From an optimization exercise on the open Yosys and OpenROAD flow, aimed at small area and a short achievable clock period; shortcuts taken in it are not production practice.
Where RTL was checked, it was by simulation tests only, not by an equivalence proof against the original.
Only the layout flow was run in runs 2 and 3; the RTL was not checked for function there.
No activity file was given, so power comes from the tool's default toggle rates.

## flow/config.mk

```make
export PLATFORM = sky130hd
export DESIGN_NAME = addmachine
export DESIGN_NICKNAME = addmachine
export VERILOG_FILES = /design/flow/design.v
export SDC_FILE = /design/flow/constraint.sdc
export NUM_CORES = 4
export LEC_CHECK = 0
export ABC_CLOCK_PERIOD_IN_PS = 2800
export CAP_MARGIN = 20
export CELL_PAD_IN_SITES_DETAIL_PLACEMENT = 1
export CELL_PAD_IN_SITES_GLOBAL_PLACEMENT = 2
export CORE_MARGIN = 2
export CORE_UTILIZATION = 30
export PLACE_DENSITY = 0.5
export SETUP_SLACK_MARGIN = 3.2
export SLEW_MARGIN = 20
export SYNTH_HIERARCHICAL = 1
export SYNTH_MINIMUM_KEEP_SIZE = 0
export TNS_END_PERCENT = 5
```

## flow/constraint.sdc

```tcl
create_clock -name core_clock -period 6.0 [get_ports {clock}]
set_input_delay 1.2000 -clock core_clock [delete_from_list [all_inputs] [get_ports {clock}]]
set_output_delay 1.2000 -clock core_clock [all_outputs]
set_load 0.01 [all_outputs]
```

## flow/design.v

```verilog
module ao3n
    ( input wire a0, input wire s0
    , input wire a1, input wire s1
    , input wire a2, input wire s2
    , output wire yn
    );
assign yn = ~((a0 & s0) | (a1 & s1) | (a2 & s2));
endmodule
module wbit
    ( input wire q
    , input wire d
    , input wire we
    , input wire hold
    , output wire y
    );
assign y = (we & d) | (hold & q);
endmodule
module predec2
    ( input wire[1:0] a
    , input wire en
    , output reg[3:0] p
    , output reg[3:0] pn
    );
integer k;
always @(*)
    for (k = 0; k < 4; k = k + 1) begin
        p[k]  = en && a == k;
        pn[k] = !(en && a == k);
    end
endmodule
module predec3
    ( input wire[2:0] a
    , output reg[7:0] p
    , output reg[7:0] pn
    );
integer k;
always @(*)
    for (k = 0; k < 8; k = k + 1) begin
        p[k]  = a == k;
        pn[k] = a != k;
    end
endmodule
module nor2m (input wire a, input wire b, output wire y);
assign y = ~(a | b);
endmodule
module nand2m (input wire a, input wire b, output wire y);
assign y = ~(a & b);
endmodule
module dec5
    ( input wire[4:0] a
    , output reg[31:0] y
    );
integer k;
always @(*)
    for (k = 0; k < 32; k = k + 1)
        y[k] = a == k;
endmodule
module dec5c
    ( input wire[4:0] a
    , input wire en
    , output wire[31:0] y
    , output wire[31:0] yn
    );
wire [3:0] lo, lon;
wire [7:0] hi, hin;
predec2 pl (.a(a[1:0]), .en(en), .p(lo), .pn(lon));
predec3 ph (.a(a[4:2]), .p(hi), .pn(hin));
genvar k;
generate
    for (k = 0; k < 32; k = k + 1) begin : g
        nor2m  u (.a(lon[k % 4]), .b(hin[k / 4]), .y(y[k]));
        nand2m v (.a(lo[k % 4]), .b(hi[k / 4]), .y(yn[k]));
    end
endgenerate
endmodule
module or11n
    ( input wire[10:0] tn
    , output wire y
    );
assign y = ~&tn;
endmodule
module addmachine
    ( input wire clock
    , input wire reset
    , input wire prog_we
    , input wire[4:0] prog_addr
    , input wire[7:0] prog_data
    , output wire[7:0] res
    );
reg [7:0] acc;
reg [7:0] ex;
reg [7:0] opr;
reg       opf;
reg [7:0] fi;
reg       nfi, nacc, nm0;
reg [4:0] fad;
wire is_loadi = ex[7:4] == 4'b0001;
wire is_addi  = ex[7:4] == 4'b0010;
wire is_load  = ex[7:5] == 3'b101;
wire is_store = ex[7:5] == 3'b110;
wire rd_mem   = ex[7:6] == 2'b10;            
wire keep_acc = ~(is_loadi | is_load);       
wire [7:0] wdata = reset ? prog_data : acc;
wire [4:0] waddr = reset ? prog_addr : ex[4:0];
wire       wen   = reset ? prog_we : is_store;
wire [31:0] we, hold;
dec5c dw (.a(waddr), .en(wen), .y(we), .yn(hold));
wire [7:0] nx    = ({8{nfi}} & fi) | ({8{nacc}} & acc) | ({8{nm0}} & mem[0]);
wire [4:0] oaddr = nx[4:0];
wire       fwd_o = is_store && ex[4:0] == oaddr;
wire       fwd_f = is_store && ex[4:0] == fad;
wire [31:0] sel_op, sel_f;
dec5 dop (.a(oaddr), .y(sel_op));
dec5 df  (.a(fad), .y(sel_f));
reg [7:0] mem [0:31];
wire [7:0] opr_nxt, fi_nxt;
genvar i, j;
generate
    for (i = 0; i < 32; i = i + 1) begin : m
        wire [7:0] nxt;
        for (j = 0; j < 8; j = j + 1) begin : b
            wbit w (.q(mem[i][j]), .d(wdata[j]), .we(we[i]), .hold(hold[i]), .y(nxt[j]));
        end
        always @(posedge clock)
            mem[i] <= nxt;
    end
    for (j = 0; j < 8; j = j + 1) begin : r
        wire [10:0] to, tf;
        for (i = 0; i < 10; i = i + 1) begin : g
            ao3n uo (.a0(mem[3*i][j]), .s0(sel_op[3*i]), .a1(mem[3*i+1][j]), .s1(sel_op[3*i+1]),
                     .a2(mem[3*i+2][j]), .s2(sel_op[3*i+2]), .yn(to[i]));
            ao3n uf (.a0(mem[3*i][j]), .s0(sel_f[3*i]), .a1(mem[3*i+1][j]), .s1(sel_f[3*i+1]),
                     .a2(mem[3*i+2][j]), .s2(sel_f[3*i+2]), .yn(tf[i]));
        end
        assign to[10] = ~((mem[30][j] & sel_op[30]) | (mem[31][j] & sel_op[31]));
        assign tf[10] = ~((mem[30][j] & sel_f[30]) | (mem[31][j] & sel_f[31]));
        or11n co (.tn(to), .y(opr_nxt[j]));
        or11n cf (.tn(tf), .y(fi_nxt[j]));
    end
endgenerate
wire [7:0] imm = (is_loadi | is_addi) ? {4'b0000, ex[3:0]} : 8'd0;
wire [7:0] opv = rd_mem ? (opf ? acc : opr) : 8'd0;
wire [7:0] sum = (keep_acc ? acc : 8'd0) + (opv | imm);
always @(posedge clock) begin
    opr <= opr_nxt;
    opf <= fwd_o;
    fi  <= fi_nxt;
    if (reset) begin
        ex   <= 8'd0;
        acc  <= 8'd0;
        nfi  <= 1'b0;
        nacc <= 1'b0;
        nm0  <= 1'b1;
        fad  <= 5'd1;
    end else begin
        ex   <= nx;
        acc  <= sum;
        nacc <= (nx[7:5] == 3'b110 && nx[4:0] == fad) || fwd_f;
        nfi  <= !((nx[7:5] == 3'b110 && nx[4:0] == fad) || fwd_f);
        nm0  <= 1'b0;
        fad  <= nx[7:5] == 3'b111 ? nx[4:0] : fad + 5'd1;
    end
end
assign res = reset ? 8'd0 : acc;
endmodule
```

## flow/flow/run.sh

```bash
#!/bin/bash
# The standard layout, with two changes: the ports get plain buf_2 buffers
# (which timing repair may resize), and clock tree synthesis adds no dummy
# loads and clusters more flip-flops per leaf buffer.
set -euo pipefail
export BUFFER_PORTS_ARGS="-buffer_cell sky130_fd_sc_hd__buf_2"
export CTS_ARGS="-sink_clustering_enable -repair_clock_nets -buf_list {sky130_fd_sc_hd__clkbuf_4 sky130_fd_sc_hd__clkbuf_8} -sink_clustering_size 14 -sink_clustering_max_diameter 60 -dont_use_dummy_load"
bash standard.sh > standard.log 2>&1
```

## flow/standard.sh

```bash
#!/bin/bash
# synth_recipe.tcl (not shown) runs the flow's synth.tcl, then flattens the netlist and writes it again
# the make line also repeats each setting of config.mk as NAME=value (left out here)
make -C /OpenROAD-flow-scripts/flow DESIGN_CONFIG=/design/flow/config.mk WORK_HOME=/design/flow/orfs CLKGATE_MAP_FILE= SYNTH_SCRIPT=/design/flow/synth_recipe.tcl "${@:-finish}"
```

==> impl_metrics.toml, run 1 <==
[drt]
dr.pass1.iters = 13
met3_length_um = 3930
via_per_inst = 6.58
drtAntennaViolNets = 0
wl_um = 60200
wire_per_inst_um = 34.0
routed-wl-met2_um = 26900
route.detailed.drc = 0
routedLengthMet1_um = 27300
drtIter0Drc = 1823
highest_layer = "met5"
num_vias = 11662

[floorplanning]
core_um2 = 40900
fp.dieH_um = 208
die-area_um2 = 43100
rows = 74
ios = 24
floorplan.initialDensity_pct = 30.4
die_x_um = 208

[critical_path]
crit_chain = "nand2b_1, nor2_1, a222oi_1, nand4_1, or3_1"
arrival_ns = 3.55
crit_path_start = "fad[2]"
worstSetupPathType = "flop to flop"
start_kind = "flop"
reg2reg_depth = 5
worst-path-stages = 5
r2r_end = "fi[3]"
crit_fanout = 9
r2r-start = "fad[2]"
cpLargestDelayFamily = "simple AND/OR/NAND/NOR gates"
cp_num_buf_inv = 0
crit_required_ns = 6.44
slowest_delay_ns = 0.69
crit_path_end_kind = "flop"
reg2reg_slack_ns = 2.88
cp-endpoint = "fi[3]"
cp_slowest_cell = "a222oi_1"

[layout]
n_fill_cell = 4542
final_area_um2 = 14300
fin_cells = 1772
final_common_cell = "dfxtp_1"
drive_gt1_share_pct = 15.7
layout.nets = 1266
mostFrequentLayoutCells = "291 x dfxtp_1, 256 x a22o_1, 168 x a222oi_1"
area_growth_pct = 15.2
post-route-util_pct = 35.0

[synth]
syn_inst = 1163
syn_area_um2 = 12400
syn_area_per_cell_um2 = 10.7
yosys_warnings = 12
ys_seq_elements = 297
synthFlopType = "dfxtp_1"
synth_cell_types = 45
synth-seq-area-share_pct = 47.8
syn_nets = 1188
synthArstFlopShare_pct = 0
synth-edff-count = 0

[power_and_ir_drop]
ir_drop_mv = 0.120
power.total_mw = 4.69
powerDensity_nw_per_um2 = 327
leakagePower_nw = 5.25

[clocking]
htree_num_levels = 2
clockBufferDepth = 3
cts_tree = "yes"
clkLatencyLatePin_ns = 0.62
hold_buffers = 0
numCtsBuffers = 35
cts-root-buf = "clkbuf_8"
numClockSinks = 297
clk_pin_slew_ns = 0.06

[global_route]
grt_pass1_vias = 11425
grt_max_degree = 33
grt_remaining_overflow = 0
antenna_found_initial = 5
track_usage_pct = 27.4
grt_pass1_wl_um = 86900

[sta]
fin_ws_ns = 2.88
fin_setup_tns_ns = 0
hold_viol = 0
fin_crit_ns = 3.12
relSlewSlack_pct = 30.7
hold_ws_ns = 0.502
tightest_slew_ns = 1.04
fin_worst_skew_ns = 0.0643
slew_violations = 0
finalCritPeriodShare_pct = 51.9
rsz0062_at_grt = "true"
max_freq_mhz = 321
setup_viol = 0

[run]
maxCapViolations = 0

[placed_design]
dp_hpwl_um = 42300
pre_cts_slack_ns = 2.13
place_inst = 1706
gp_congestion = 0.858
io_buffers = 23
dpl_cell_area_um2 = 13400

[min_path]
hp-start = "mem[13][5]"
worstHoldPathCells = 1
hp-class = "flop to flop"

[run_status]
status = "complete, no violations"
==> state kept, by name (all words and copies together) (netlist names) <==
signal  cells
nfi         1
acc         8
opf         1
nm0         1
fi          8
opr         8
nacc        1
mem       256
ex          8
fad         5
==> cell type report <==
class | count | area, um2 | area share (%)
antenna | 1 | 2.50 | 0.0175
clock buffer | 35 | 482 | 3.36
inverter | 10 | 37.5 | 0.262
multi-input combinational | 832 | 6660 | 46.5
sequential | 297 | 5960 | 41.5
tap | 532 | 666 | 4.64
timing repair buffer | 65 | 532 | 3.71
==> cells by family (layout without fill, tap and decap cells) <==
| family | after synthesis | after routing | synth area share [%] |
|---|---|---|---|
| AO/OA/AOI/OAI | 477 | 477 | 34.4 |
| XOR/XNOR | 20 | 20 | 1.41 |
| adder cells (fa/ha/maj) | 9 | 9 | 0.965 |
| buffers and inverters | 34 | 110 | 1.25 |
| flip-flops | 297 | 297 | 47.8 |
| multiplexers | 13 | 13 | 1.11 |
| other | 0 | 1 | 0 |
| AND/OR/NAND/NOR | 313 | 313 | 13.0 |
==> per-layer routing <==
layer | global-route usage, % | up-vias
met4 | 9.61 | 4
met3 | 3.95 | 108
met5 | 0 | -
met2 | 43.1 | 497
li1 | - | 5094
met1 | 38.1 | 5959
==> cells in the mapped netlist, drive strengths merged (9+ instances only) <==
library cell / instances / area, um2
a21o: 11 / 82.6
a222oi: 168 / 1680
a22o: 256 / 2240
a22oi: 16 / 120
clkbuf: 16 / 61.3
dfxtp: 297 / 5950
inv: 10 / 37.5
nand2: 41 / 154
nand3: 23 / 115
nand3b: 12 / 90.1
nand4: 33 / 206
nor2: 119 / 447
nor2b: 12 / 75.1
nor3: 9 / 45.0
o21ai: 12 / 60.1
or3: 20 / 125
or3b: 11 / 111
xnor2: 9 / 78.8
xor2: 11 / 96.3
==> per-module statistics from Yosys (local to each module, per instance), excerpt <==
module / flops+latches / cells / cell area, um2
dec5: 0 / 47 / 221
predec2: 0 / 8 / 63.8
ao3n: 0 / 1 / 10.0
predec3: 0 / 19 / 158
nand2m: 0 / 1 / 3.75
nor2m: 0 / 1 / 3.75
addmachine: 297 / 498 / 7310
or11n: 0 / 4 / 23.8
wbit: 0 / 1 / 8.76
==> how the worst min path moves through the flow <==
| stage | endpoint | slack, ns |
|---|---|---|
| 4_1_cts | mem[20][6] | 0.50 |
| 5_1_grt | mem[20][6] | 0.52 |
| 3_3_place_gp | mem[20][6] | 0.48 |
| 3_5_place_dp | mem[3][7] | 0.48 |
| 2_1_floorplan | mem[12][0] | 0.46 |
| 6_report | mem[13][5] | 0.50 |
==> timing repair <==
| action | 4_1_cts | 5_1_grt |
|---|---|---|
| cloned | 3 | 0 |
| pin swaps | 22 | 12 |
| resized for setup | 47 | 9 |
| buffers inserted | 25 | 2 |
| setup endpoints to repair | 151 | 99 |
==> power by group <==
group	switching (mW)	internal, mW
combinational	0.543	0.369
sequential	0.293	2.23
clock	0.732	0.520
total	1.57	3.12
==> run 2, diff against run 1 <==
--- a/flow/design.v
+++ b/flow/design.v
@@ -79,6 +79,9 @@
     );
 assign y = ~&tn;
 endmodule
+module resgate (input wire a, input wire r, input wire b, output wire y);
+assign y = a & ~r & ~b;
+endmodule
 module addmachine
     ( input wire clock
     , input wire reset
@@ -92,12 +95,12 @@
 reg [7:0] opr;
 reg       opf;
 reg [7:0] fi;
-reg       nfi, nacc, nm0;
+reg       nfi, nacc, bub;
 reg [4:0] fad;
 wire is_loadi = ex[7:4] == 4'b0001;
 wire is_addi  = ex[7:4] == 4'b0010;
 wire is_load  = ex[7:5] == 3'b101;
-wire is_store = ex[7:5] == 3'b110;
+wire is_store = ex[7:5] == 3'b110 && !bub;
 wire rd_mem   = ex[7:6] == 2'b10;            
 wire keep_acc = ~(is_loadi | is_load);       
 wire [7:0] wdata = reset ? prog_data : acc;
@@ -105,7 +108,7 @@
 wire       wen   = reset ? prog_we : is_store;
 wire [31:0] we, hold;
 dec5c dw (.a(waddr), .en(wen), .y(we), .yn(hold));
-wire [7:0] nx    = ({8{nfi}} & fi) | ({8{nacc}} & acc) | ({8{nm0}} & mem[0]);
+wire [7:0] nx    = ({8{nfi}} & fi) | ({8{nacc}} & acc) | ({8{bub}} & mem[0]);
 wire [4:0] oaddr = nx[4:0];
 wire       fwd_o = is_store && ex[4:0] == oaddr;
 wire       fwd_f = is_store && ex[4:0] == fad;
@@ -145,21 +148,23 @@
     opr <= opr_nxt;
     opf <= fwd_o;
     fi  <= fi_nxt;
+    ex  <= nx;
+    acc <= bub ? 8'd0 : sum;
+    bub <= reset;
     if (reset) begin
-        ex   <= 8'd0;
-        acc  <= 8'd0;
         nfi  <= 1'b0;
         nacc <= 1'b0;
-        nm0  <= 1'b1;
         fad  <= 5'd1;
     end else begin
-        ex   <= nx;
-        acc  <= sum;
         nacc <= (nx[7:5] == 3'b110 && nx[4:0] == fad) || fwd_f;
         nfi  <= !((nx[7:5] == 3'b110 && nx[4:0] == fad) || fwd_f);
-        nm0  <= 1'b0;
         fad  <= nx[7:5] == 3'b111 ? nx[4:0] : fad + 5'd1;
     end
 end
-assign res = reset ? 8'd0 : acc;
+genvar q;
+generate
+    for (q = 0; q < 8; q = q + 1) begin : o
+        resgate g (.a(acc[q]), .r(reset), .b(bub), .y(res[q]));
+    end
+endgenerate
 endmodule
--- a/flow/config.mk
+++ b/flow/config.mk
@@ -10,8 +10,8 @@
 export CELL_PAD_IN_SITES_DETAIL_PLACEMENT = 1
 export CELL_PAD_IN_SITES_GLOBAL_PLACEMENT = 2
 export CORE_MARGIN = 2
-export CORE_UTILIZATION = 30
-export PLACE_DENSITY = 0.5
+export CORE_UTILIZATION = 45
+export PLACE_DENSITY = 0.65
 export SETUP_SLACK_MARGIN = 3.2
 export SLEW_MARGIN = 20
 export SYNTH_HIERARCHICAL = 1
==> impl_metrics.toml, run 2 <==
[run_status]
status = "complete, no violations"

[power_and_ir_drop]
powerDensity_nw_per_um2 = 406
p_sw_mw = 2.12
clock_power_share_pct = 19.6
leakagePower_nw = 5.04
power_frac_seq_pct = 52.5
p_sw_share_pct = 37.7
p_int_mw = 3.50
comb_power_share_pct = 28.0
ir_drop_mv = 0.187

[synth]
yosys.cell_count.top_type = "dfxtp_1"
synth-edff-count = 0
synth_top_area_share_pct = 47.6
yosys_warnings = 12
syn_area_um2 = 12500
yosysTopAreaCell = "dfxtp_1"
syn_inst = 1156
synthFlopType = "dfxtp_1"
syn_area_per_cell_um2 = 10.8
syn_nets = 1181
synthArstFlopShare_pct = 0
synth-seq-area-share_pct = 47.6
synthTopCellsByArea = "dfxtp_1 48%, a22o_1 18%, a222oi_1 13%, nor2_1 3.3%, nand4_1 1.7%"
synth_commonest_cells = "297 x dfxtp_1, 256 x a22o_1, 168 x a222oi_1"
ys_seq_elements = 297
synth_cell_types = 48

[sta]
fin_crit_ns = 2.96
fin_worst_skew_ns = 0.0435
relSlewSlack_pct = 23.1
tightest_slew_ns = 1.15
slew_violations = 0
max_freq_mhz = 337
fin_setup_tns_ns = 0
finalCritPeriodShare_pct = 49.4
setup_viol = 0
hold_viol = 0
rsz0062_at_grt = "true"
hold_ws_ns = 0.506

[layout]
seq_area_um2 = 5960
drive_gt1_share_pct = 15.1
n_fill_cell = 2969
largest_reg_flops = 256
mostFrequentLayoutCells = "291 x dfxtp_1, 256 x a22o_1, 168 x a222oi_1"
fin_cells = 1587
post-route-util_pct = 50.3
final_area_um2 = 13900
antenna_cells = 0
layout.nets = 1236
multi_input_area_um2 = 6660
final_common_cell = "dfxtp_1"
top_register = "mem"
area_growth_pct = 10.9

[run]
maxCapViolations = 0

[global_route]
antenna_found_initial = 0
grt_pass1_vias = 11266
track_usage_pct = 35.2
grt_max_degree = 33
grt_remaining_overflow = 0
grt_pass1_wl_um = 76000

[floorplanning]
rows = 61
fp.dieH_um = 171
floorplan.initialDensity_pct = 45.4
core_um2 = 27600
ios = 24
die-area_um2 = 29100
die_x_um = 171

[critical_path]
start_kind = "flop"
cp_num_buf_inv = 2
cp_slowest_cell = "a222oi_1"
cpLargestDelayFamily = "simple AND/OR/NAND/NOR gates"
crit_required_ns = 6.50
worstSetupPathType = "flop to flop"
slowest_delay_ns = 0.61
crit_path_end_kind = "flop"
crit_fanout = 9
crit_chain = "a222oi_1, buf_4, inv_1, nand3_2, nor2_2, a222oi_1, nand4_1, or3_4"
arrival_ns = 3.46
crit_top_cell = "a222oi_1"

[clocking]
cts_tree = "yes"
clockBufferDepth = 3
cts-root-buf = "clkbuf_8"
clkLatencyLatePin_ns = 0.61
numClockSinks = 297
clk_pin_slew_ns = 0.09
htree_num_levels = 1
numCtsBuffers = 29

[min_path]
hp-class = "flop to flop"

[drt]
dr.pass1.iters = 11
drtIter0Drc = 2035
wire_per_inst_um = 32.9
route.detailed.drc = 0
wl_um = 52200
drtAntennaViolNets = 0
via_per_inst = 7.47
num_vias = 11850

[placed_design]
io_buffers = 23
gp_congestion = 0.991
dp_hpwl_um = 36400
place_inst = 1538
dpl_cell_area_um2 = 13000
==> run 2: cell families after synthesis <==
| logic type | synth area share [%] |
|---|---|
| AO/OA/AOI/OAI | 33.8 |
| AND/OR/NAND/NOR | 13.2 |
| flip-flops | 47.6 |
| buffers and inverters | 1.21 |
| multiplexers | 1.81 |
| XOR/XNOR | 1.40 |
| adder cells (fa/ha/maj) | 0.961 |
==> run 2: area by class of cell <==
cell class / count / area share, %
flip-flops and latches: 297 / 43.0
well taps: 378 / 3.41
clock buffers: 29 / 2.88
inverters: 13 / 0.379
repair inverters: 1 / 0.0361
repair buffers: 45 / 2.25
multi-input cells: 824 / 48.1
==> run 2: path summary, 6_finish.rpt <==
check	start	end	slack [ns]	depth (start not counted)
max	acc[1]	opr[4]	3.04	8
min	mem[13][4]	mem[13][4]	0.51	1
max reg2reg	acc[1]	opr[4]	3.04	8
min reg2reg	mem[13][4]	mem[13][4]	0.51	1
==> run 2: what timing repair did <==
item,4_1_cts,5_1_grt
hold buffers,0,0
endpoints found under the hold margin,0,0
setup endpoints to repair,273,280
setup buffers,18,0
pin swaps,32,3
cloned,1,0
resized for setup,56,25
==> run 2: per-stage QoR <==
step / power, mW / setup slack [ns]
floorplan: 3.68 / 3.18
global placement: 4.30 / 2.16
detailed placement: 4.35 / 2.10
CTS: 5.54 / 3.11
global route: 5.84 / 3.04
finish: 5.63 / 3.04
==> run 2: layer usage <==
| layer | part of all wire (%) | GRT usage (%) |
|---|---|---|
| met1 | 42 | 47.6 |
| met2 | 44 | 54.8 |
| met3 | 8.8 | 6.52 |
| met4 | 5.2 | 15.4 |
| met5 | 0 | 0 |
==> run 2: power groups by stage <==
stage / sequential (mW) / combinational (mW) / clock, mW
2_1_floorplan: 2.74 / 0.941 / 0
3_3_place_gp: 2.96 / 1.35 / 0
3_5_place_dp: 2.96 / 1.39 / 0
4_1_cts: 2.92 / 1.50 / 1.12
5_1_grt: 2.99 / 1.66 / 1.19
6_report: 2.95 / 1.57 / 1.10
==> run 2: per-module statistics from Yosys, one instance, submodules excluded, excerpt <==
module / area [um2] / cells
addmachine: 7270 / 483
dec5: 221 / 47
predec3: 158 / 19
predec2: 63.8 / 8
or11n: 23.8 / 4
resgate: 12.5 / 1
ao3n: 10.0 / 1
wbit: 8.76 / 1
nand2m: 3.75 / 1
nor2m: 3.75 / 1
==> run 3, diff against run 2 <==
--- a/flow/config.mk
+++ b/flow/config.mk
@@ -12,8 +12,8 @@
 export CORE_MARGIN = 2
 export CORE_UTILIZATION = 45
 export PLACE_DENSITY = 0.65
-export SETUP_SLACK_MARGIN = 3.2
+export SETUP_SLACK_MARGIN = 3.05
 export SLEW_MARGIN = 20
 export SYNTH_HIERARCHICAL = 1
 export SYNTH_MINIMUM_KEEP_SIZE = 0
-export TNS_END_PERCENT = 5
+export TNS_END_PERCENT = 100
==> impl_metrics.toml, run 3 <==
[layout]
drive_gt1_share_pct = 14.0
layout.nets = 1237
largest_reg_flops = 256
final_common_cell = "dfxtp_1"
antenna_cells = 0
n_fill_cell = 2984
fin_cells = 1588
mostFrequentLayoutCells = "292 x dfxtp_1, 256 x a22o_1, 168 x a222oi_1"
area_growth_pct = 10.5
top_register = "mem"
post-route-util_pct = 50.1

[drt]
dr.pass1.iters = 17
wl_um = 51700
wire_per_inst_um = 32.6
drtIter0Drc = 2148
route.detailed.drc = 0
drtAntennaViolNets = 0
via_per_inst = 7.30
num_vias = 11595

[floorplanning]
floorplan.initialDensity_pct = 45.4
ios = 24
die-area_um2 = 29100
fp.dieH_um = 171
rows = 61
core_um2 = 27600
die_x_um = 171

[power_and_ir_drop]
powerDensity_nw_per_um2 = 406
power_frac_seq_pct = 52.3
ir_drop_mv = 0.197
leakagePower_nw = 5.05
p_int_mw = 3.50
comb_power_share_pct = 28.1
p_sw_mw = 2.11
p_sw_share_pct = 37.6
clock_power_share_pct = 19.6

[sta]
hold_viol = 0
max_freq_mhz = 321
slew_violations = 0
hold_ws_ns = 0.509
fin_worst_skew_ns = 0.0796
tightest_slew_ns = 1.11
rsz0062_at_grt = "true"
relSlewSlack_pct = 26.3
setup_viol = 0
fin_crit_ns = 3.11
fin_setup_tns_ns = 0
fin_ws_ns = 2.89
finalCritPeriodShare_pct = 51.8

[global_route]
gr-usage-met3_pct = 5.14
grt_pass1_wl_um = 75100
grt_pass1_vias = 10817
grt_util_met1_pct = 47.5
track_usage_pct = 34.5
grt_remaining_overflow = 0
grt_max_degree = 33
met2_usage_pct = 54.6
antenna_found_initial = 0
busiest_layer = "met2"

[critical_path]
crit_top_cell = "a222oi_1"
crit_fanout = 8
crit_path_end_kind = "flop"
crit_path_start = "nacc"
cpLargestDelayFamily = "simple AND/OR/NAND/NOR gates"
slowest_delay_ns = 0.51
crit_chain = "a222oi_1, buf_4, clkinvlp_4, or3b_4, nor2_2, a222oi_1, nand4_1, or3_1"
arrival_ns = 3.53
r2r-start = "nacc"
cp_num_buf_inv = 2
start_kind = "flop"
cp_slowest_cell = "a222oi_1"
crit_required_ns = 6.42
worstSetupPathType = "flop to flop"

[clocking]
numClockSinks = 297
cts_tree = "yes"
cts-root-buf = "clkbuf_8"
numCtsBuffers = 29
clockBufferDepth = 3
htree_num_levels = 1
clk_pin_slew_ns = 0.06
hold_buffers = 0
clkLatencyLatePin_ns = 0.62

[placed_design]
place_inst = 1536
io_buffers = 23
gp_congestion = 0.971
pre_cts_slack_ns = 1.97
dp_hpwl_um = 36100

[synth]
syn_area_per_cell_um2 = 10.8
synth_cell_types = 48
synthMuxAreaShare_pct = 1.81
synthSimpleGateAreaFrac_pct = 13.2
synth-seq-area-share_pct = 47.6
syn_inst = 1156
synth_top_family_by_area = "compound AO/OA/AOI/OAI gates"
syn_area_um2 = 12500
synth_compound_area_share_pct = 33.8
synth_commonest_cells = "297 x dfxtp_1, 256 x a22o_1, 168 x a222oi_1"
synth_top_area_share_pct = 47.6
synth-xor-area-share_pct = 1.40
yosys.cell_count.top_type = "dfxtp_1"
yosysTopAreaCell = "dfxtp_1"
synthArstFlopShare_pct = 0
synth_adder_area_share_pct = 0.961
synthTopCellsByArea = "dfxtp_1 48%, a22o_1 18%, a222oi_1 13%, nor2_1 3.3%, nand4_1 1.7%"
yosys_warnings = 12
synth-edff-count = 0
syn_nets = 1181
synthFlopType = "dfxtp_1"
ys_seq_elements = 297

[min_path]
hp-class = "flop to flop"
hp-start = "mem[21][1]"

[run_status]
status = "complete, no violations"

[run]
maxCapViolations = 0
## run 3: cell counts after synthesis
No cell type changed its count.
## run 3: layer usage
metal | part of all wire (%) | vias to the layer above
li1 | - | 5032
met1 | 42 | 5800
met2 | 45 | 638
met3 | 8.3 | 125
met4 | 4.6 | 0
met5 | 0 | -
## run 3: area by class of cell
cell class	instances	area, um2	share of cell area, %
clock buffers	29	399	2.89
inverters	13	56.3	0.408
multi-input cells	824	6580	47.7
flip-flops and latches	297	5960	43.1
well taps	378	473	3.42
repair buffers	46	340	2.46
repair inverters	1	5.00	0.0362
## run 3: final timing paths
path	endpoint	slack, ns	cells after the start
hold reg to reg	mem[21][1]	0.51	1
setup / recovery	opr[0]	2.89	8
hold / removal	mem[21][1]	0.51	1
setup reg to reg	opr[0]	2.89	8
## run 3: worst reg2reg max path, stage by stage (launching register included)
cell	delay (ns)
dfxtp_2	0.36
a222oi_1	0.39
buf_4	0.23
clkinvlp_4	0.15
or3b_4	0.33
nor2_2	0.11
a222oi_1	0.51
nand4_1	0.38
or3_1	0.47
## run 3: per-module statistics from Yosys (local to each module, per instance), a selection
module | cells inside | area [um2] | flip-flops and latches
predec3 | 19 | 158 | 0
ao3n | 1 | 10.0 | 0
predec2 | 8 | 63.8 | 0
dec5 | 47 | 221 | 0
resgate | 1 | 12.5 | 0
nand2m | 1 | 3.75 | 0
or11n | 4 | 23.8 | 0
## run 3: cells by family (layout without fill, tap and decap cells)
group,after synthesis,count (layout)
AOI/OAI and AO/OA,469,469
and+or+nand+nor,305,305
DFF,297,297
buffers and inverters,35,89
muxes,21,21
xor gates and xnor gates,20,20
adders and majority gates,9,9
## run 3: per-stage QoR
step	area, um2	total power, mW
2_1_floorplan	12500	3.68
3_3_place_gp	13000	4.29
3_5_place_dp	13000	4.32
4_1_cts	13600	5.48
5_1_grt	13800	5.83
6_report	13800	5.61
## run 3: repair_timing
item,in CTS,in global routing
gates resized for setup,35,36
pin swaps,12,25
gates cloned,0,2
endpoints found under the setup margin,272,88
hold endpoints to repair,0,0
buffers inserted,16,5
## run 3: power by group through the flow
stage | Sequential, mW | Clock [mW] | Combinational, mW
2_1_floorplan | 2.74 | 0 | 0.937
3_3_place_gp | 2.94 | 0 | 1.35
3_5_place_dp | 2.95 | 0 | 1.38
4_1_cts | 2.91 | 1.12 | 1.44
5_1_grt | 2.98 | 1.19 | 1.65
6_report | 2.94 | 1.10 | 1.58
==> run 4, diff against run 3 <==
--- a/flow/design.v
+++ b/flow/design.v
@@ -73,11 +73,24 @@
     end
 endgenerate
 endmodule
+module and4m (input wire a, input wire b, input wire c, input wire d, output wire y);
+assign y = a & b & c & d;
+endmodule
+module and3m (input wire a, input wire b, input wire c, output wire y);
+assign y = a & b & c;
+endmodule
+module nand3m (input wire a, input wire b, input wire c, output wire y);
+assign y = ~(a & b & c);
+endmodule
 module or11n
     ( input wire[10:0] tn
     , output wire y
     );
-assign y = ~&tn;
+wire p0, p1, p2;
+and4m  g0 (.a(tn[0]), .b(tn[1]), .c(tn[2]), .d(tn[3]), .y(p0));
+and4m  g1 (.a(tn[4]), .b(tn[5]), .c(tn[6]), .d(tn[7]), .y(p1));
+and3m  g2 (.a(tn[8]), .b(tn[9]), .c(tn[10]), .y(p2));
+nand3m g3 (.a(p0), .b(p1), .c(p2), .y(y));
 endmodule
 module resgate (input wire a, input wire r, input wire b, output wire y);
 assign y = a & ~r & ~b;
--- a/flow/config.mk
+++ b/flow/config.mk
@@ -10,9 +10,9 @@
 export CELL_PAD_IN_SITES_DETAIL_PLACEMENT = 1
 export CELL_PAD_IN_SITES_GLOBAL_PLACEMENT = 2
 export CORE_MARGIN = 2
-export CORE_UTILIZATION = 45
-export PLACE_DENSITY = 0.65
-export SETUP_SLACK_MARGIN = 3.05
+export CORE_UTILIZATION = 55
+export PLACE_DENSITY = 0.75
+export SETUP_SLACK_MARGIN = 3.1
 export SLEW_MARGIN = 20
 export SYNTH_HIERARCHICAL = 1
 export SYNTH_MINIMUM_KEEP_SIZE = 0
==> impl_metrics.toml, run 4 <==
[run_status]
status = "complete, no violations"

[floorplanning]
die_x_um = 156
fp.dieH_um = 156
ios = 24
die-area_um2 = 24200
rows = 55
floorplan.initialDensity_pct = 55.9
core_um2 = 22600

[layout]
top_register = "mem"
mostFrequentLayoutCells = "296 x dfxtp_1, 256 x a22o_1, 167 x a222oi_1"
drive_gt1_share_pct = 15.4
area_growth_pct = 10.1
layout.nets = 1239
n_fill_cell = 2381
final_common_cell = "dfxtp_1"
post-route-util_pct = 61.6
final_area_um2 = 13900
antenna_cells = 0
largest_reg_flops = 256

[placed_design]
dpl_cell_area_um2 = 13000
pre_cts_slack_ns = 2.07
dp_hpwl_um = 34100
gp_congestion = 1.03
io_buffers = 23

[clocking]
hold_buffers = 0
cts_tree = "yes"
cts-root-buf = "clkbuf_8"
clk_pin_slew_ns = 0.09
numClockSinks = 297
clockBufferDepth = 3
numCtsBuffers = 29
clkLatencyLatePin_ns = 0.62
htree_num_levels = 1

[global_route]
grt_pass1_vias = 11620
antenna_found_initial = 0
grt_remaining_overflow = 0
grt_pass1_wl_um = 74600
grt_max_degree = 33
track_usage_pct = 40.6

[sta]
tightest_slew_ns = 1.10
fin_setup_tns_ns = 0
fin_crit_ns = 2.92
fin_ws_ns = 3.08
rsz0062_at_grt = "true"
max_freq_mhz = 342
finalCritPeriodShare_pct = 48.7
relSlewSlack_pct = 26.4
hold_viol = 0
hold_ws_ns = 0.505
slew_violations = 0
setup_viol = 0
fin_worst_skew_ns = 0.0760

[critical_path]
crit_path_start = "bub"
crit_required_ns = 6.46
reg2reg_slack_ns = 3.08
r2r-start = "bub"
crit_path_end_kind = "flop"
start_kind = "flop"
cp-endpoint = "opr[2]"
r2r_end = "opr[2]"
reg2reg_depth = 9
arrival_ns = 3.38
crit_fanout = 27
worstSetupPathType = "flop to flop"

[power_and_ir_drop]
p_sw_mw = 2.14
powerDensity_nw_per_um2 = 407
clock_power_share_pct = 19.2
p_int_mw = 3.52
comb_power_share_pct = 28.8
power_frac_seq_pct = 51.9
ir_drop_mv = 0.242
leakagePower_nw = 4.84
p_sw_share_pct = 37.8

[synth]
synth_top_family_by_area = "compound AO/OA/AOI/OAI gates"
ys_seq_elements = 297
syn_inst = 1158
synthSimpleGateAreaFrac_pct = 13.8
yosys_warnings = 12
synthArstFlopShare_pct = 0
synth_compound_area_share_pct = 33.5
synth_commonest_cells = "297 x dfxtp_1, 256 x a22o_1, 167 x a222oi_1"
synthFlopType = "dfxtp_1"
synth-seq-area-share_pct = 47.1
synth_adder_area_share_pct = 0.951
yosysTopAreaCell = "dfxtp_1"
syn_area_um2 = 12600
syn_area_per_cell_um2 = 10.9
synth_top_area_share_pct = 47.1
syn_nets = 1183
synth_cell_types = 55
synthTopCellsByArea = "dfxtp_1 47%, a22o_1 18%, a222oi_1 13%, nor2_1 3.3%, and4_1 2.2%"
yosys.cell_count.top_type = "dfxtp_1"
synth-xor-area-share_pct = 1.45
synth-edff-count = 0
synthMuxAreaShare_pct = 1.79

[drt]
met3_length_um = 6490
routed-wl-met2_um = 21800
wl_um = 51000
dr.pass1.iters = 14
via_per_inst = 8.15
wire_per_inst_um = 34.1
routedLengthMet1_um = 20200
num_vias = 12202
drtIter0Drc = 2489
drtAntennaViolNets = 0
highest_layer = "met4"
route.detailed.drc = 0

[min_path]
hp-class = "flop to flop"

[run]
maxCapViolations = 0
## run 4: changes by cell type in the layout (fill, tap and decap cells not counted), sizes merged, moves of 2 or more
| cell | before | now |
|---|---|---|
| a21oi | 2 | 4 |
| and3 | 2 | 18 |
| and4 | 0 | 32 |
| clkinvlp | 3 | 1 |
| nand2 | 40 | 42 |
| nand4 | 33 | 1 |
| or3 | 20 | 4 |
## run 4: repair_timing
item | in CTS | in global routing
gates resized for setup | 37 | 51
gates cloned | 0 | 1
setup endpoints to repair | 272 | 131
pin swaps | 9 | 13
setup buffers | 12 | 10
endpoints found under the hold margin | 0 | 0
## run 4: Yosys stat by module, one instance, submodules excluded, excerpt
module	cell area, um2	times used
addmachine	7320	1
ao3n	10.0	160
dec5	221	2
wbit	8.76	256
and3m	6.26	16
predec2	63.8	1
nand2m	3.75	32
predec3	158	1
resgate	12.5	8
nor2m	3.75	32
nand3m	5.00	16
and4m	8.76	32
## run 4: kinds of logic (layout without fill, tap and decap cells)
kind of cell    count (synthesis)  count (layout)
compound gates                470             470
xor+xnor                       20              20
fa+ha+maj                       9               9
buf+inv                        34              88
flops                         297             297
mux                            21              21
simple gates                  307             307
## run 4: worst min path at each step
| stage | from | endpoint | slack (ns) | cells past startpoint |
|---|---|---|---|---|
| final | mem[31][0] | mem[31][0] | 0.51 | 1 |
| after global routing | mem[25][3] | mem[25][3] | 0.53 | 1 |
| after detailed placement | mem[31][0] | mem[31][0] | 0.48 | 1 |
| after CTS | mem[9][5] | mem[9][5] | 0.51 | 1 |
| after global placement | mem[9][5] | mem[9][5] | 0.48 | 1 |
| after floorplan | fi[7] | ex[7] | 0.43 | 2 |
## run 4: layout make-up
cell class | instances | area [um2] | share of cell area, %
clock buffer | 29 | 399 | 2.87
multi-input combinational | 827 | 6790 | 48.8
inverter | 12 | 48.8 | 0.351
tap | 285 | 357 | 2.57
sequential | 297 | 5950 | 42.8
timing repair buffer | 47 | 364 | 2.62
## run 4: critical path, stage by stage, from the launching register on
cell and delay (ns):
dfxtp_1 0.33, buf_6 0.25, a222oi_1 0.14, buf_4 0.17, inv_1 0.21, nand2b_2 0.46, nor2_2 0.18, a222oi_1 0.57
and3_1 0.34, nand3_1 0.12
## run 4: stage by stage
step	power, mW	std cells
2_1_floorplan	3.69	1158
3_3_place_gp	4.22	1445
3_5_place_dp	4.29	1445
4_1_cts	5.43	1486
5_1_grt	5.83	1497
6_report	5.66	1497
## run 4: power by group through the flow
stage	logic [mW]	clock network, mW	registers, mW
after floorplan	0.948	0	2.74
after global placement	1.29	0	2.93
after detailed placement	1.35	0	2.94
after CTS	1.43	1.09	2.91
after global routing	1.69	1.17	2.97
final	1.63	1.09	2.94
## run 4: layer usage
| layer | up-vias | track usage, % |
|---|---|---|
| li1 | 5042 | - |
| met1 | 6067 | 57.3 |
| met2 | 913 | 60.8 |
| met3 | 180 | 8.77 |
| met4 | 0 | 16.0 |
| met5 | - | 0 |
==> run 5, diff against run 4 <==
--- a/flow/config.mk
+++ b/flow/config.mk
@@ -10,9 +10,9 @@
 export CELL_PAD_IN_SITES_DETAIL_PLACEMENT = 1
 export CELL_PAD_IN_SITES_GLOBAL_PLACEMENT = 2
 export CORE_MARGIN = 2
-export CORE_UTILIZATION = 55
-export PLACE_DENSITY = 0.75
-export SETUP_SLACK_MARGIN = 3.1
+export CORE_UTILIZATION = 45
+export PLACE_DENSITY = 0.65
+export SETUP_SLACK_MARGIN = 3.25
 export SLEW_MARGIN = 20
 export SYNTH_HIERARCHICAL = 1
 export SYNTH_MINIMUM_KEEP_SIZE = 0
==> impl_metrics.toml, run 5 <==
[floorplanning]
fp.dieH_um = 172
core_um2 = 27700
floorplan.initialDensity_pct = 45.6
rows = 61
die_x_um = 172
die-area_um2 = 29400
ios = 24

[sta]
finalCritPeriodShare_pct = 49.5
tightest_slew_ns = 1.15
fin_worst_skew_ns = 0.0254
rsz0062_at_grt = "true"
fin_ws_ns = 3.03
max_freq_mhz = 336
fin_setup_tns_ns = 0
fin_crit_ns = 2.97
relSlewSlack_pct = 23.1
slew_violations = 0
hold_viol = 0
setup_viol = 0

[synth]
synth_top_area_share_pct = 47.1
synth_adder_area_share_pct = 0.951
yosys_warnings = 12
synth_commonest_cells = "297 x dfxtp_1, 256 x a22o_1, 167 x a222oi_1"
syn_inst = 1158
synthTopCellsByArea = "dfxtp_1 47%, a22o_1 18%, a222oi_1 13%, nor2_1 3.3%, and4_1 2.2%"
syn_nets = 1183
synth-edff-count = 0
synthMuxAreaShare_pct = 1.79
synth_cell_types = 55
syn_area_um2 = 12600
yosysTopAreaCell = "dfxtp_1"
syn_area_per_cell_um2 = 10.9
synthSimpleGateAreaFrac_pct = 13.8
yosys.cell_count.top_type = "dfxtp_1"
synth_top_family_by_area = "compound AO/OA/AOI/OAI gates"
ys_seq_elements = 297
synth-xor-area-share_pct = 1.45
synth-seq-area-share_pct = 47.1
synthArstFlopShare_pct = 0
synth_compound_area_share_pct = 33.5
synthFlopType = "dfxtp_1"

[clocking]
numCtsBuffers = 28
clk_pin_slew_ns = 0.10
clkLatencyLatePin_ns = 0.59
clockBufferDepth = 3
numClockSinks = 297
cts-root-buf = "clkbuf_8"
htree_num_levels = 1
cts_tree = "yes"

[drt]
drtIter0Drc = 2008
route.detailed.drc = 0
wl_um = 52300
dr.pass1.iters = 10
via_per_inst = 7.43
wire_per_inst_um = 32.9
drtAntennaViolNets = 0
num_vias = 11820

[placed_design]
dp_hpwl_um = 35600
gp_congestion = 0.951
io_buffers = 23
pre_cts_slack_ns = 2.02

[power_and_ir_drop]
ir_drop_mv = 0.192
power_frac_seq_pct = 51.7
powerDensity_nw_per_um2 = 401
p_sw_mw = 2.16
p_sw_share_pct = 38.2
p_int_mw = 3.50
comb_power_share_pct = 29.1
power.total_mw = 5.66
leakagePower_nw = 4.92
clock_power_share_pct = 19.1

[critical_path]
crit_fanout = 14
start_kind = "flop"
reg2reg_depth = 8
r2r_end = "opr[2]"
arrival_ns = 3.41
worstSetupPathType = "flop to flop"
reg2reg_slack_ns = 3.03
r2r-start = "bub"
crit_required_ns = 6.44
crit_path_end_kind = "flop"

[layout]
n_fill_cell = 2977
final_common_cell = "dfxtp_1"
top_register = "mem"
largest_reg_flops = 256
seq_area_um2 = 5950
antenna_cells = 0
layout.nets = 1240
multi_input_area_um2 = 6820
area_growth_pct = 11.8
drive_gt1_share_pct = 17.0
mostFrequentLayoutCells = "295 x dfxtp_1, 256 x a22o_1, 167 x a222oi_1"

[run_status]
status = "complete, no violations"

[global_route]
grt_max_degree = 33
grt_pass1_wl_um = 75900
grt_remaining_overflow = 0
antenna_found_initial = 0
grt_pass1_vias = 11138
track_usage_pct = 34.7

[min_path]
hp-start = "mem[28][4]"
worstHoldPathCells = 1
min_to = "mem[28][4]"
hp-class = "flop to flop"

[run]
maxCapViolations = 0
run 5: cell types whose count changed in the layout (fill, tap and decap cells not counted), sizes merged:
cell    previous run  this run
bufbuf             0         1
clkbuf            30        29
inv               11        12
run 5: cell type report:
cell class | instances | area share (%)
Clock buffer | 28 | 2.73
Inverter | 12 | 0.337
Multi-Input combinational cell | 827 | 48.3
Sequential cell | 297 | 42.2
Tap cell | 378 | 3.35
Timing Repair Buffer | 48 | 3.01
Timing Repair inverter | 1 | 0.0532
run 5: critical path, stage by stage, from the launching register on:
cell and delay (ns):
dfxtp_4 0.36, buf_12 0.15, a222oi_1 0.49, inv_2 0.20, or3b_4 0.39, nor2_4 0.09, a222oi_1 0.58, and4_2 0.40
nand3_1 0.17
run 5: repair_timing:
action | CTS | global route
endpoints found under the setup margin | 267 | 50
gates resized for setup | 81 | 27
hold endpoints to repair | 0 | 0
setup buffers | 15 | 5
cloned | 2 | 2
pin swaps | 21 | 12
hold buffers | 0 | 0
run 5: worst max-delay path by stage:
stage | start | endpoint | slack [ns] | depth (start not counted)
floorplan | reset | mem[1][0] | 3.19 | 5
global placement | reset | mem[23][0] | 2.12 | 6
detailed placement | reset | mem[23][7] | 2.02 | 6
CTS | reset | res[5] | 3.16 | 3
global route | bub | opr[0] | 3.08 | 9
finish | bub | opr[2] | 3.03 | 8
run 5: modules after synthesis (local to each module, per instance), a selection:
| module | flops+latches | cells inside |
|---|---|---|
| nand3m | 0 | 1 |
| predec2 | 0 | 8 |
| wbit | 0 | 1 |
| addmachine | 297 | 485 |
| dec5 | 0 | 47 |
| and3m | 0 | 1 |
| resgate | 0 | 1 |
run 5: power by group through the flow:
stage	logic [mW]	registers (mW)	clock network (mW)
CTS	1.55	2.90	1.10
global route	1.72	2.97	1.17
finish	1.65	2.93	1.08
global placement	1.38	2.94	0
detailed placement	1.41	2.93	0
floorplan	0.952	2.74	0
run 5: stage by stage:
step | utilization (%) | hold WS [ns] | cells | area [um2]
floorplan | - | 0.426 | 1158 | 12700
global placement | 47.4 | 0.477 | 1539 | 13100
detailed placement | 47.4 | 0.482 | 1539 | 13100
CTS | 50.4 | 0.504 | 1584 | 14000
global route | 50.9 | 0.523 | 1591 | 14100
finish | 50.9 | 0.507 | 1591 | 14100
run 5: kinds of logic (layout without fill, tap and decap cells):
logic type,Yosys count,in the layout
AOI/OAI and AO/OA,470,470
xor gates and xnor gates,20,20
DFF,297,297
muxes,21,21
buffers and inverters,34,89
and+or+nand+nor,307,307
adders and majority gates,9,9
run 5: metal layers:
metal | vias up | global-route usage (%) | share of wire, %
met2 | 672 | 54.0 | 44
li1 | 5053 | - | -
met4 | 0 | 10.4 | 3.6
met1 | 5977 | 49.3 | 44
met3 | 118 | 6.01 | 8.9
met5 | - | 0 | 0
==> run 6, diff against run 5 <==
--- a/flow/config.mk
+++ b/flow/config.mk
@@ -12,7 +12,7 @@
 export CORE_MARGIN = 2
 export CORE_UTILIZATION = 45
 export PLACE_DENSITY = 0.65
-export SETUP_SLACK_MARGIN = 3.25
+export SETUP_SLACK_MARGIN = 3.15
 export SLEW_MARGIN = 20
 export SYNTH_HIERARCHICAL = 1
 export SYNTH_MINIMUM_KEEP_SIZE = 0
==> impl_metrics.toml, run 6 <==
[sta]
fin_worst_skew_ns = 0.0475
slew_violations = 0
finalCritPeriodShare_pct = 47.6
max_freq_mhz = 350
rsz0062_at_grt = "true"
relSlewSlack_pct = 22.5
fin_setup_tns_ns = 0
setup_viol = 0
fin_crit_ns = 2.85
tightest_slew_ns = 1.16
hold_viol = 0

[drt]
route.detailed.drc = 0
drtIter0Drc = 2073
dr.pass1.iters = 10
wl_um = 51800
num_vias = 11791
wire_per_inst_um = 32.7
via_per_inst = 7.44
drtAntennaViolNets = 0

[floorplanning]
core_um2 = 27700
floorplan.initialDensity_pct = 45.6
ios = 24
die-area_um2 = 29400
rows = 61
fp.dieH_um = 172
die_x_um = 172

[power_and_ir_drop]
power.total_mw = 5.53
comb_power_share_pct = 26.8
p_int_mw = 3.47
ir_drop_mv = 0.194
p_sw_mw = 2.06
power_frac_seq_pct = 52.9
clock_power_share_pct = 20.2
leakagePower_nw = 4.83
p_sw_share_pct = 37.3
powerDensity_nw_per_um2 = 400

[placed_design]
io_buffers = 23
dp_hpwl_um = 35000
gp_congestion = 0.921

[synth]
yosysTopAreaCell = "dfxtp_1"
syn_area_um2 = 12600
synthTopCellsByArea = "dfxtp_1 47%, a22o_1 18%, a222oi_1 13%, nor2_1 3.3%, and4_1 2.2%"
ys_seq_elements = 297
synth-edff-count = 0
syn_nets = 1183
synth-seq-area-share_pct = 47.1
synth_top_area_share_pct = 47.1
syn_area_per_cell_um2 = 10.9
synthArstFlopShare_pct = 0
synth_commonest_cells = "297 x dfxtp_1, 256 x a22o_1, 167 x a222oi_1"
synth_cell_types = 55
synthFlopType = "dfxtp_1"
yosys_warnings = 12
yosys.cell_count.top_type = "dfxtp_1"
syn_inst = 1158

[critical_path]
cp-endpoint = "opr[3]"
crit_required_ns = 6.47
r2r-start = "nfi"
worstSetupPathType = "flop to flop"
cp_slowest_cell = "a222oi_1"
arrival_ns = 3.33
crit_path_start = "nfi"
crit_chain = "a222oi_1, buf_4, inv_1, or3b_4, nor2_2, a222oi_1, and4_1, nand3_1"
crit_path_end_kind = "flop"
reg2reg_slack_ns = 3.15
crit_fanout = 9
reg2reg_depth = 8
start_kind = "flop"
slowest_delay_ns = 0.65
r2r_end = "opr[3]"
crit_top_cell = "a222oi_1"

[min_path]
hp-class = "flop to flop"

[layout]
largest_reg_flops = 256
drive_gt1_share_pct = 13.8
mostFrequentLayoutCells = "295 x dfxtp_1, 256 x a22o_1, 167 x a222oi_1"
n_fill_cell = 3012
area_growth_pct = 9.65
final_common_cell = "dfxtp_1"
antenna_cells = 0
top_register = "mem"
layout.nets = 1233

[global_route]
antenna_found_initial = 3
grt_pass1_vias = 10899
grt_pass1_wl_um = 74200
grt_remaining_overflow = 0
track_usage_pct = 34.3
grt_max_degree = 33

[clocking]
clockBufferDepth = 3
cts-root-buf = "clkbuf_8"
htree_num_levels = 1
clkLatencyLatePin_ns = 0.62
clk_pin_slew_ns = 0.08
cts_tree = "yes"
numCtsBuffers = 30
numClockSinks = 297

[run]
maxCapViolations = 0

[run_status]
status = "complete, no violations"
-- run 6: cell counts after synthesis --
Identical to the previous run, type by type.
-- run 6: repair_timing --
action	CTS	global route
pin swaps	7	6
hold buffers	0	0
gates resized for setup	35	22
buffers inserted	6	4
endpoints found under the setup margin	272	98
gates cloned	1	1
-- run 6: metrics by stage --
stage          area (um2)  util [%]  hold slack, ns  setup slack, ns  cells
3_5_place_dp        13100      47.4           0.481             2.07   1542
3_3_place_gp        13100      47.4           0.475             2.14   1542
5_1_grt             13800      50.0           0.523             3.11   1584
6_report            13800      50.0           0.506             3.15   1584
2_1_floorplan       12700         -           0.426             3.18   1158
4_1_cts             13700      49.6           0.489             3.15   1579
-- run 6: worst max-delay path: cells and delay by family, from the launching register on --
kind                   cells  cell delay, ns
DFF                        1            0.41
buffers and inverters      2            0.37
and+or+nand+nor            4            0.89
AOI/OAI and AO/OA          2            1.07
-- run 6: metal layers --
metal	vias up	global-route usage, %	wire, um
met5	-	0	62
met2	719	48.2	21500
met3	113	9.92	5830
met4	6	11.5	1810
met1	5915	49.7	22700
li1	5038	-	-
-- run 6: layout make-up --
cell class                 instances  area, um2  share of cell area [%]
timing repair buffer              40        312                    2.25
sequential                       297       5950                    43.0
clock buffer                      30        413                    2.98
multi-input combinational        827       6650                    48.1
inverter                          12       45.0                   0.325
tap                              378        473                    3.42
-- run 6: cell families (layout without fill, tap and decap cells) --
| logic type | count (synthesis) | in the layout | synth area share [%] |
|---|---|---|---|
| compound gates | 470 | 470 | 33.5 |
| simple gates | 307 | 307 | 13.8 |
| flops | 297 | 297 | 47.1 |
| buf+inv | 34 | 82 | 1.42 |
| mux | 21 | 21 | 1.79 |
| xor+xnor | 20 | 20 | 1.45 |
| fa+ha+maj | 9 | 9 | 0.951 |
-- run 6: worst min-delay path by stage --
stage                          start          to  cells after the start  slack (ns)
after floorplan                fi[7]       ex[7]                      2        0.43
after global placement    mem[27][5]  mem[27][5]                      1        0.47
after detailed placement       fi[6]       ex[6]                      2        0.48
after CTS                      fi[6]       ex[6]                      2        0.49
after global routing       mem[4][1]   mem[4][1]                      1        0.52
final                      mem[4][1]   mem[4][1]                      1        0.51
-- run 6: per-module statistics from Yosys, one instance, submodules excluded, excerpt --
module,copies in the design,cells inside,cell area [um2]
addmachine,1,485,7320
and3m,16,1,6.26
and4m,32,1,8.76
ao3n,160,1,10.0
dec5,2,47,221
nand2m,32,1,3.75
nand3m,16,1,5.00
nor2m,32,1,3.75
predec2,1,8,63.8
predec3,1,19,158
resgate,8,1,12.5
wbit,256,1,8.76
-- run 6: power groups by stage --
stage          Clock (mW)  Sequential [mW]  Combinational, mW
3_5_place_dp            0             2.94               1.37
5_1_grt              1.20             2.97               1.56
3_3_place_gp            0             2.93               1.33
4_1_cts              1.13             2.90               1.41
6_report             1.12             2.93               1.49
2_1_floorplan           0             2.74              0.948
==> run 7, diff against run 6 <==
--- a/flow/config.mk
+++ b/flow/config.mk
@@ -11,8 +11,8 @@
 export CELL_PAD_IN_SITES_GLOBAL_PLACEMENT = 2
 export CORE_MARGIN = 2
 export CORE_UTILIZATION = 45
-export PLACE_DENSITY = 0.65
-export SETUP_SLACK_MARGIN = 3.15
+export PLACE_DENSITY = 0.6
+export SETUP_SLACK_MARGIN = 3.1
 export SLEW_MARGIN = 20
 export SYNTH_HIERARCHICAL = 1
 export SYNTH_MINIMUM_KEEP_SIZE = 0
==> impl_metrics.toml, run 7 <==
[run_status]
status = "complete, no violations"

[clocking]
clk_pin_slew_ns = 0.06
numCtsBuffers = 30
clockBufferDepth = 3
cts_tree = "yes"
cts-root-buf = "clkbuf_8"
htree_num_levels = 1
numClockSinks = 297
clkLatencyLatePin_ns = 0.62
hold_buffers = 0

[min_path]
min_to = "mem[19][2]"
worstHoldPathCells = 1
hp-start = "mem[19][2]"
hp-class = "flop to flop"

[synth]
synthTopCellsByArea = "dfxtp_1 47%, a22o_1 18%, a222oi_1 13%, nor2_1 3.3%, and4_1 2.2%"
syn_inst = 1158
synth_commonest_cells = "297 x dfxtp_1, 256 x a22o_1, 167 x a222oi_1"
synthArstFlopShare_pct = 0
synth_top_area_share_pct = 47.1
yosysTopAreaCell = "dfxtp_1"
syn_nets = 1183
yosys_warnings = 12
syn_area_per_cell_um2 = 10.9
syn_area_um2 = 12600
ys_seq_elements = 297
synth_cell_types = 55
synth-edff-count = 0
synthFlopType = "dfxtp_1"
yosys.cell_count.top_type = "dfxtp_1"
synth-seq-area-share_pct = 47.1

[floorplanning]
core_um2 = 27700
rows = 61
fp.dieH_um = 172
ios = 24
floorplan.initialDensity_pct = 45.6
die_x_um = 172
die-area_um2 = 29400

[sta]
finalCritPeriodShare_pct = 47.9
setup_viol = 0
rsz0062_at_grt = "false"
slew_violations = 0
relSlewSlack_pct = 23.5
fin_setup_tns_ns = 0
max_freq_mhz = 348
fin_crit_ns = 2.87
tightest_slew_ns = 1.15
hold_viol = 0
fin_worst_skew_ns = 0.0437

[drt]
drtAntennaViolNets = 0
via_per_inst = 7.42
drtIter0Drc = 2024
num_vias = 11735
wire_per_inst_um = 32.5
wl_um = 51400
route.detailed.drc = 0
dr.pass1.iters = 12

[power_and_ir_drop]
power.total_mw = 5.51
power_frac_seq_pct = 53.1
powerDensity_nw_per_um2 = 401
leakagePower_nw = 4.79
comb_power_share_pct = 26.6
p_int_mw = 3.46
p_sw_share_pct = 37.2
p_sw_mw = 2.05
clock_power_share_pct = 20.3
ir_drop_mv = 0.194

[critical_path]
worstSetupPathType = "input port to output pin"
r2r_end = "opr[7]"
reg2reg_depth = 8
start_kind = "input port"
cp_slowest_cell = "nor3b_2"
arrival_ns = 1.67
reg2reg_slack_ns = 3.15
crit_required_ns = 4.80
r2r-start = "nfi"
crit_fanout = 31
crit_path_end_kind = "output pin"
slowest_delay_ns = 0.17
crit_chain = "buf_12, nor3b_2, buf_2"

[global_route]
grt_pass1_wl_um = 73900
grt_max_degree = 33
antenna_found_initial = 3
track_usage_pct = 34.1
grt_remaining_overflow = 0
grt_pass1_vias = 10859

[layout]
drive_gt1_share_pct = 12.9
post-route-util_pct = 49.6
mostFrequentLayoutCells = "295 x dfxtp_1, 256 x a22o_1, 167 x a222oi_1"
area_growth_pct = 8.82
antenna_cells = 0
final_common_cell = "dfxtp_1"
n_fill_cell = 3025
layout.nets = 1230
largest_reg_flops = 256
top_register = "mem"
multi_input_area_um2 = 6630
seq_area_um2 = 5950

[placed_design]
gp_congestion = 0.921
io_buffers = 23
dp_hpwl_um = 35000

[run]
maxCapViolations = 0
==> run 7: cell counts after synthesis <==
Identical to the previous run, type by type.
==> run 7: layout make-up <==
| type | count | area share, % |
|---|---|---|
| Multi-Input combinational cell | 827 | 48.2 |
| Tap cell | 378 | 3.44 |
| Inverter | 12 | 0.328 |
| Sequential cell | 297 | 43.3 |
| Clock buffer | 30 | 3.00 |
| Timing Repair Buffer | 37 | 1.71 |
==> run 7: how the worst max path moves through the flow <==
stage,startpoint,end,slack (ns),cells past startpoint
4_1_cts,reset,res[7],3.11,3
6_report,reset,res[0],3.13,3
3_3_place_gp,reset,mem[6][6],2.14,5
3_5_place_dp,reset,mem[18][1],2.07,5
5_1_grt,reset,mem[1][4],3.10,5
2_1_floorplan,reset,mem[0][0],3.18,5
==> run 7: repair_timing <==
action	in CTS	in global routing
setup endpoints to repair	272	88
buffers inserted	6	3
pin swaps	3	9
gates resized for setup	30	15
==> run 7: modules after synthesis, one instance, submodules excluded, excerpt <==
| module | flops+latches | copies in the design | area [um2] | cells |
|---|---|---|---|---|
| wbit | 0 | 256 | 8.76 | 1 |
| nand2m | 0 | 32 | 3.75 | 1 |
| and4m | 0 | 32 | 8.76 | 1 |
| predec2 | 0 | 1 | 63.8 | 8 |
| ao3n | 0 | 160 | 10.0 | 1 |
| addmachine | 297 | 1 | 7320 | 485 |
| nand3m | 0 | 16 | 5.00 | 1 |
| dec5 | 0 | 2 | 221 | 47 |
| nor2m | 0 | 32 | 3.75 | 1 |
| resgate | 0 | 8 | 12.5 | 1 |
==> run 7: kinds of logic (layout without fill, tap and decap cells) <==
family | after synthesis | in the layout | synth area share [%]
compound gates | 470 | 470 | 33.5
mux | 21 | 21 | 1.79
simple gates | 307 | 307 | 13.8
xor+xnor | 20 | 20 | 1.45
buf+inv | 34 | 79 | 1.42
fa+ha+maj | 9 | 9 | 0.951
flops | 297 | 297 | 47.1
==> run 7: worst max-delay path: cells and delay by family <==
kind / cells / cell delay, ns
AND/OR/NAND/NOR: 1 / 0.17
buffers and inverters: 2 / 0.30
==> run 7: power by group through the flow <==
stage / Sequential [mW] / Combinational [mW] / Clock, mW
floorplan: 2.74 / 0.948 / 0
global placement: 2.93 / 1.33 / 0
detailed placement: 2.94 / 1.37 / 0
CTS: 2.90 / 1.40 / 1.13
global route: 2.97 / 1.54 / 1.20
finish: 2.93 / 1.47 / 1.12
==> run 7: through the flow <==
stage | hold WS [ns] | area (um2) | setup slack (ns) | cells
after global placement | 0.475 | 13100 | 2.14 | 1542
after detailed placement | 0.481 | 13100 | 2.07 | 1542
after global routing | 0.523 | 13700 | 3.10 | 1581
after CTS | 0.489 | 13700 | 3.11 | 1578
final | 0.508 | 13700 | 3.13 | 1581
after floorplan | 0.426 | 12700 | 3.18 | 1158
==> run 7: per-layer routing <==
metal | track usage (%) | share of wire [%]
met1 | 49.5 | 44
met2 | 48.0 | 41
met3 | 9.92 | 11
met4 | 11.5 | 3.7
met5 | 0 | 0.12
==> run 8, diff against run 7 <==
--- a/flow/config.mk
+++ b/flow/config.mk
@@ -11,7 +11,8 @@
 export CELL_PAD_IN_SITES_GLOBAL_PLACEMENT = 2
 export CORE_MARGIN = 2
 export CORE_UTILIZATION = 45
-export PLACE_DENSITY = 0.6
+export GPL_TIMING_DRIVEN = 0
+export PLACE_DENSITY = 0.65
 export SETUP_SLACK_MARGIN = 3.1
 export SLEW_MARGIN = 20
 export SYNTH_HIERARCHICAL = 1
==> impl_metrics.toml, run 8 <==
[synth]
synth_commonest_cells = "297 x dfxtp_1, 256 x a22o_1, 167 x a222oi_1"
syn_inst = 1158
synth-edff-count = 0
synthFlopType = "dfxtp_1"
syn_area_um2 = 12600
ys_seq_elements = 297
synth_top_area_share_pct = 47.1
synthTopCellsByArea = "dfxtp_1 47%, a22o_1 18%, a222oi_1 13%, nor2_1 3.3%, and4_1 2.2%"
syn_area_per_cell_um2 = 10.9
synth-seq-area-share_pct = 47.1
yosys_warnings = 12
synthArstFlopShare_pct = 0
synth_cell_types = 55
syn_nets = 1183
yosysTopAreaCell = "dfxtp_1"
yosys.cell_count.top_type = "dfxtp_1"

[clocking]
clk_pin_slew_ns = 0.09
clkLatencyLatePin_ns = 0.56
numCtsBuffers = 34
htree_num_levels = 2
cts_tree = "yes"
clockBufferDepth = 3
cts-root-buf = "clkbuf_8"
numClockSinks = 297

[sta]
fin_ws_ns = 2.91
fin_setup_tns_ns = 0
finalCritPeriodShare_pct = 51.5
max_freq_mhz = 324
rsz0062_at_grt = "true"
tightest_slew_ns = 1.01
fin_crit_ns = 3.09
setup_viol = 0
slew_violations = 0
relSlewSlack_pct = 32.7
fin_worst_skew_ns = 0.0646
hold_viol = 0

[floorplanning]
ios = 24
die-area_um2 = 29400
core_um2 = 27700
die_x_um = 172
rows = 61
floorplan.initialDensity_pct = 45.6
fp.dieH_um = 172

[critical_path]
worstSetupPathType = "flop to flop"
arrival_ns = 3.47
crit_required_ns = 6.38
start_kind = "flop"
crit_path_end_kind = "flop"
crit_fanout = 10

[power_and_ir_drop]
comb_power_share_pct = 27.9
p_int_mw = 3.60
p_sw_mw = 2.07
ir_drop_mv = 0.189
power.total_mw = 5.66
p_sw_share_pct = 36.5
leakagePower_nw = 4.94
clock_power_share_pct = 21.1
power_frac_seq_pct = 51.0
powerDensity_nw_per_um2 = 399

[layout]
multi_input_area_um2 = 6820
seq_area_um2 = 5950
top_register = "mem"
drive_gt1_share_pct = 16.4
antenna_cells = 0
n_fill_cell = 3010
mostFrequentLayoutCells = "295 x dfxtp_1, 256 x a22o_1, 167 x a222oi_1"
layout.nets = 1261
area_growth_pct = 12.4
largest_reg_flops = 256
final_common_cell = "dfxtp_1"

[drt]
route.detailed.drc = 0
drtIter0Drc = 1545
wire_per_inst_um = 30.9
dr.pass1.iters = 9
num_vias = 11678
via_per_inst = 7.24
wl_um = 49800
drtAntennaViolNets = 0

[placed_design]
pre_cts_slack_ns = 2.02
gp_congestion = 0.909
io_buffers = 23
dp_hpwl_um = 34700

[run_status]
status = "complete, no violations"

[global_route]
grt_pass1_wl_um = 71800
grt_pass1_vias = 10977
grt_remaining_overflow = 0
grt_max_degree = 33
track_usage_pct = 32.9
antenna_found_initial = 2

[min_path]
hp-class = "flop to flop"

[run]
maxCapViolations = 0
-- run 8: metrics by stage --
step	utilization, %	hold WS, ns	cell area [um2]	cells
6_report	51.2	0.427	14200	1612
5_1_grt	51.2	0.458	14200	1612
4_1_cts	50.7	0.435	14000	1602
3_5_place_dp	47.8	0.453	13200	1559
3_3_place_gp	47.8	0.445	13200	1559
2_1_floorplan	-	0.426	12700	1158
-- run 8: cells by family (layout without fill, tap and decap cells) --
| logic type | Yosys count | in the layout | synth area share [%] |
|---|---|---|---|
| muxes | 21 | 21 | 1.79 |
| xor gates and xnor gates | 20 | 20 | 1.45 |
| and+or+nand+nor | 307 | 307 | 13.8 |
| DFF | 297 | 297 | 47.1 |
| adders and majority gates | 9 | 9 | 0.951 |
| AOI/OAI and AO/OA | 470 | 470 | 33.5 |
| buffers and inverters | 34 | 110 | 1.42 |
-- run 8: path summary, 6_finish.rpt --
kind	startpoint	endpoint	slack, ns	cells past startpoint
setup / recovery	bub	opr[5]	2.91	8
hold / removal	fi[6]	ex[6]	0.43	2
setup reg to reg	bub	opr[5]	2.91	8
hold reg to reg	fi[6]	ex[6]	0.43	2
-- run 8: Yosys stat by module (local to each module, per instance), excerpt --
module	flip-flops and latches	area [um2]	cells
nand2m	0	3.75	1
nor2m	0	3.75	1
predec3	0	158	19
predec2	0	63.8	8
addmachine	297	7320	485
nand3m	0	5.00	1
ao3n	0	10.0	1
-- run 8: power groups by stage --
stage	combinational, mW	sequential, mW	clock [mW]
finish	1.58	2.89	1.20
CTS	1.46	2.87	1.21
global route	1.67	2.93	1.28
floorplan	0.948	2.74	0
global placement	1.32	2.89	0
detailed placement	1.36	2.90	0
-- run 8: what timing repair did --
| action | in CTS | in global routing |
|---|---|---|
| hold buffers | 0 | 0 |
| pin swaps | 11 | 8 |
| cloned | 0 | 1 |
| setup buffers | 9 | 9 |
| resized for setup | 76 | 28 |
| hold endpoints to repair | 0 | 0 |
| endpoints found under the setup margin | 272 | 19 |
-- run 8: worst max-delay path, stage by stage (launching register included) --
cell and delay (ns):
dfxtp_4 0.39, buf_6 0.16, a222oi_1 0.56, inv_2 0.23, nand3b_1 0.39, nor2_2 0.18, a222oi_1 0.47, and4_1 0.35
nand3_1 0.19
-- run 8: per-layer routing --
metal	track usage (%)	up-vias	share of wire, %
li1	-	5079	-
met1	47.2	5970	44
met2	49.9	550	44
met3	6.70	75	8.9
met4	9.03	4	2.5
met5	0	-	0.046
-- run 8: layout make-up --
class	count	share of cell area, %
buffer	22	1.04
timing repair inverter	1	0.0352
clock buffer	34	3.30
sequential	297	41.9
multi-input combinational	827	48.0
tap	378	3.33
timing repair buffer	41	2.07
inverter	12	0.317

## port drivers added, routing unchanged
In the flow no input, the clock included, has a driving cell. The finished layouts below were timed again as built, in two steps. Step 1 assumes that a clkbuf_16 drives the clock port and a buf_2 every other input. Step 2 times the ports against the registers' clock, not the clock port: input delays grow and output delays shrink by t, the midpoint of the rising clock arrivals with the driver on. a / b / c = ideal ports / drivers / drivers and shift; a / b = the first two.
run | t (ns) | setup slack, ns | hold slack, ns | worst setup path at the end
run 1 | 0.639 | 2.884 / 2.884 / 2.341 | 0.502 / 0.502 / 0.502 | input to register
run 2 | 0.640 | 3.035 / 3.035 / 2.660 | 0.506 / 0.506 / 0.506 | input to register
run 3 | 0.634 | 2.889 / 2.889 / 2.570 | 0.509 / 0.509 / 0.509 | input to register
run 4 | 0.631 | 3.079 / 3.053 / 2.431 | 0.505 / 0.505 / 0.505 | input to register
run 5 | 0.633 | 3.027 / 3.027 / 2.516 | 0.507 / 0.507 / 0.507 | input to register
run 6 | 0.647 | 3.146 / 3.049 / 2.444 | 0.506 / 0.506 / 0.506 | input to register
run 7 | 0.648 | 3.127 / 3.078 / 2.520 | 0.508 / 0.508 / 0.508 | input to register
run 8 | 0.573 | 2.909 / 2.909 / 2.579 | 0.427 / 0.427 / 0.427 | input to register
After both steps setup and hold are still met in every run listed. For run 6, which loses most, drivers alone change the setup slack by -0.097 ns; drivers and shift together by -0.702 ns.
